Background: an optimization exercise with open tools, aiming at small area and a short achievable clock period. Do not read the settings as production practice. Where RTL was checked, it was by simulation tests only, not by an equivalence proof against the original. Power figures rest on the tool's default switching activity, not on a simulated workload.

==> try-zinc: inputs <==
// flp32_mac_5stg
module flp32_mac_5stg(
	clk,
	nrst,
	i_a,
	i_b,
	i_c,
	i_valid,
	o_p,
	o_sign,
	o_zero,
	o_nan,
	o_inf,
	o_valid
);
Settings: LEC_CHECK=0, CAP_MARGIN=20, CORE_MARGIN=2, CORE_UTILIZATION=40, SLEW_MARGIN=65, SYNTH_HIERARCHICAL=1, SYNTH_MINIMUM_KEEP_SIZE=0; clock period 14.0 ns.
run.sh (not shown) runs the stock make flow with config.mk's settings and CLKGATE_MAP_FILE= SYNTH_SCRIPT=/design/flow/synth_recipe.tcl, a recipe that flattens the netlist after the stock synthesis.
==> inputs of try-willow, as changes to try-zinc <==
--- a/flow/design.v
+++ b/flow/design.v
@@ -3929,36 +3929,39 @@
 wire [47:0] v8 = sh2[3] ? { 8'd0, v16[47:8] } : v16;
 wire [47:0] v4 = sh2[2] ? { 4'd0, v8[47:4] } : v8;
 wire [47:0] v2 = sh2[1] ? { 2'd0, v4[47:2] } : v4;
 wire [47:0] v1 = sh2[0] ? { 1'd0, v2[47:1] } : v2;
 wire [47:0] shj = { v1[47:1], jam2 };
 wire [25:0] cmp0 = { 1'b0, p2r[47:23] } + { 1'b1, ~sga2 } + { 25'd0, |p2r[22:0] };
 wire [25:0] cmp1 = { 2'b00, p2r[47:24] } + { 1'b1, ~sga2 } + { 25'd0, |p2r[23:0] };
 wire gt = gone2 | (near2 & (sh2[0] ? cmp1[25] : cmp0[25]));
-reg [47:0] u3, w3;
+wire [47:0] ap = shj ^ oth2;
+wire [47:0] ag = shj & oth2;
+wire addz = ~|(shj | oth2);	 
+reg [47:0] ap3, ag3;
 reg [7:0] ae_exp3;
-reg gt3, exneg3, sna3, eff3, f_inf3, f_sn3, f_zz3, f_nan3;
+reg gt3, addz3, exneg3, sna3, eff3, f_inf3, f_sn3, f_zz3, f_nan3;
 always @(posedge clk)
 begin
-	u3 <= shj;
-	w3 <= oth2;
+	ap3 <= ap;
+	ag3 <= ag;
 	gt3 <= gt;
+	addz3 <= addz;
 	ae_exp3 <= ae_exp2;
 	exneg3 <= exneg2;
 	sna3 <= sna2;
 	eff3 <= eff2;
 	f_inf3 <= f_inf2;
 	f_sn3 <= f_sn2;
 	f_zz3 <= f_zz2;
 	f_nan3 <= f_nan2;
 end
-wire [48:0] bp = { eff3, u3 ^ w3 };
-wire [48:0] bg = { 1'b0, u3 & w3 };
-wire addz3 = ~|(u3 | w3);	 
+wire [48:0] bp = { eff3, ap3 };
+wire [48:0] bg = { 1'b0, ag3 };
 wire acin = eff3 & gt3;
 wire [48:0] as0;
 wire aco, apall;
 wire d_g1;
 wire d_p2;
 wire d_g3;
 wire d_p4;
 wire d_g5;
- SLEW_MARGIN: 65 -> 35
==> summary of the runs <==
In try-zinc the area after synthesis is larger than in try-willow, by 0.21%.
Between try-willow and try-zinc, the lower register-to-register slack is in try-willow (gap 0.11 ns).
Final cell count: try-willow is lower than try-zinc (0.58%).
Setup slack: try-willow is worse than try-zinc (0.016 ns).
Power is about the same in try-willow and try-zinc.
Critical path depth is the same in try-willow and try-zinc.
Of try-willow and try-zinc, try-zinc has the higher global-route usage (gap 0.56 points).
Against try-zinc, the via count of try-willow is lower by 1.3%.

==> run a: inputs <==
flp32_mac_5stg, a different RTL version from the one above (not shown whole).
Design flp32_mac_5stg, start of the top module:
module flp32_mac_5stg(
	clk,
	nrst,
	i_a,
	i_b,
	i_c,
	i_valid,
	o_p,
	o_sign,
	o_zero,
	o_nan,
	o_inf,
	o_valid
);
Settings: LEC_CHECK=0, CAP_MARGIN=20, CORE_MARGIN=2, CORE_UTILIZATION=40, CTS_BUF_LIST=sky130_fd_sc_hd__clkbuf_8, SLEW_MARGIN=65, SYNTH_HIERARCHICAL=1, SYNTH_MINIMUM_KEEP_SIZE=0; clock period 14.0 ns.
standard.sh (not shown) runs the stock make flow with config.mk's settings and CLKGATE_MAP_FILE= SYNTH_SCRIPT=/design/flow/synth_recipe.tcl, a recipe that flattens the netlist after the stock synthesis.
==> flow/flow/run.sh <==
#!/bin/bash
export BUFFER_PORTS_ARGS="-buffer_cell sky130_fd_sc_hd__buf_2"
bash standard.sh > standard.log 2>&1
==> inputs of run b, as changes to run a <==
--- a/flow/design.v
+++ b/flow/design.v
@@ -3951,12 +3951,14 @@
 	f_zz3 <= f_zz2;
 	f_nan3 <= f_nan2;
 end
 wire [48:0] bp = { eff3, u3 ^ w3 };
 wire [48:0] bg = { 1'b0, u3 & w3 };
+wire addz3 = ~|(u3 | w3);	 
 wire acin = eff3 & gt3;
 wire [48:0] as0;
+wire aco, apall;
 wire d_g1;
 wire d_p2;
 wire d_g3;
 wire d_p4;
 wire d_g5;
@@ -4620,14 +4622,16 @@
 assign as0[44] = d_s305;
 assign as0[45] = d_s306;
 assign as0[46] = d_s307;
 assign as0[47] = d_s308;
 assign as0[48] = d_s309;
+assign aco = d_g259;
+assign apall = d_p260;
 wire [48:0] a_sg = as0 ^ {49{eff3 & ~gt3}};
-wire a_zero = ~|a_sg;
+wire a_zero = eff3 ? apall : addz3;
 wire u_gt = gt3;
-wire w_gt = ~gt3 & ~a_zero;
+wire w_gt = ~gt3 & ~apall;
 wire x_gt = exneg3 ? u_gt : w_gt;
 wire x_lt = exneg3 ? w_gt : u_gt;
 wire a_sn = eff3 ? (sna3 ? x_gt : x_lt) : sna3;
 reg [48:0] a_sg4;
 reg [7:0] ae_exp4;
SLEW_MARGIN = 50   (was 65)
==> inputs of run c, as changes to run a <==
--- a/flow/design.v
+++ b/flow/design.v
@@ -3934,16 +3934,17 @@
 wire [25:0] cmp0 = { 1'b0, p2r[47:23] } + { 1'b1, ~sga2 } + { 25'd0, |p2r[22:0] };
 wire [25:0] cmp1 = { 2'b00, p2r[47:24] } + { 1'b1, ~sga2 } + { 25'd0, |p2r[23:0] };
 wire gt = gone2 | (near2 & (sh2[0] ? cmp1[25] : cmp0[25]));
 reg [47:0] u3, w3;
 reg [7:0] ae_exp3;
-reg gt3, exneg3, sna3, eff3, f_inf3, f_sn3, f_zz3, f_nan3;
+reg gt3, addz3, exneg3, sna3, eff3, f_inf3, f_sn3, f_zz3, f_nan3;
 always @(posedge clk)
 begin
 	u3 <= shj;
 	w3 <= oth2;
 	gt3 <= gt;
+	addz3 <= ~|(shj | oth2);	 
 	ae_exp3 <= ae_exp2;
 	exneg3 <= exneg2;
 	sna3 <= sna2;
 	eff3 <= eff2;
 	f_inf3 <= f_inf2;
@@ -3953,10 +3954,11 @@
 end
 wire [48:0] bp = { eff3, u3 ^ w3 };
 wire [48:0] bg = { 1'b0, u3 & w3 };
 wire acin = eff3 & gt3;
 wire [48:0] as0;
+wire aco, apall;
 wire d_g1;
 wire d_p2;
 wire d_g3;
 wire d_p4;
 wire d_g5;
@@ -4620,14 +4622,16 @@
 assign as0[44] = d_s305;
 assign as0[45] = d_s306;
 assign as0[46] = d_s307;
 assign as0[47] = d_s308;
 assign as0[48] = d_s309;
+assign aco = d_g259;
+assign apall = d_p260;
 wire [48:0] a_sg = as0 ^ {49{eff3 & ~gt3}};
-wire a_zero = ~|a_sg;
+wire a_zero = eff3 ? apall : addz3;
 wire u_gt = gt3;
-wire w_gt = ~gt3 & ~a_zero;
+wire w_gt = ~gt3 & ~apall;
 wire x_gt = exneg3 ? u_gt : w_gt;
 wire x_lt = exneg3 ? w_gt : u_gt;
 wire a_sn = eff3 ? (sna3 ? x_gt : x_lt) : sna3;
 reg [48:0] a_sg4;
 reg [7:0] ae_exp4;
==> summary.md <==
| Metric | Value |
|---|---|
| Die X | 331 um |
| Outcome | complete, no violations |
| Fmax achieved | 241 MHz |
| Final total power | 11.4 mW |
(the above is from run b)
==> summary.md <==
| Metric | Value |
|---|---|
| Fmax achieved | 247 MHz |
| Die X | 332 um |
| Outcome | complete, no violations |
| Final total power | 11.7 mW |
(the above is from run c)
==> summary.md <==
| Metric | Value |
|---|---|
| Final total power | 11.2 mW |
| Fmax achieved | 241 MHz |
| Place WS | 9.45 ns |
| Outcome | complete, no violations |
| Mean routed wirelength per cell | 20.4 um |
| RSZ-0062 raised after global routing | false |
| Die X | 327 um |
| Worst vdd ir | 137 uV |
(the above is from run a)
Function not checked in run a and run c: the RTL went through the layout flow alone.

## static timing again, ports no longer ideal
In the flow no input, the clock included, has a driving cell. The finished layouts below were timed again as built, in two steps. Step 1 (the two cells are an assumption about what drives the block):
set clk [get_ports {clk}]
set_driving_cell -lib_cell sky130_fd_sc_hd__clkbuf_16 $clk
set_driving_cell -lib_cell sky130_fd_sc_hd__buf_2 [delete_from_list [all_inputs] $clk]
Step 2 also shifts input and output timing later by t, the mid clock arrival at the registers, as if the neighbouring blocks saw the same clock. a / b / c = no drivers / after step 1 / after step 2; a / b = the first two.
run | t (ns) | setup slack, ns | clock arrival spread, ns
try-zinc | 0.723 | 9.692 / 9.620 / 9.100 | 0.026 / 0.026
try-willow | 0.713 | 9.676 / 9.608 / 9.135 | 0.051 / 0.051
run a | 0.822 | 9.844 / 9.844 / 9.417 | 0.050 / 0.051
run b | 0.837 | 9.843 / 9.843 / 9.325 | 0.051 / 0.051
run c | 0.822 | 9.957 / 9.889 / 9.497 | 0.086 / 0.087
After both steps every run listed still meets setup and hold. For try-zinc, which loses most, drivers alone change the setup slack by -0.072 ns; drivers and shift together by -0.592 ns.
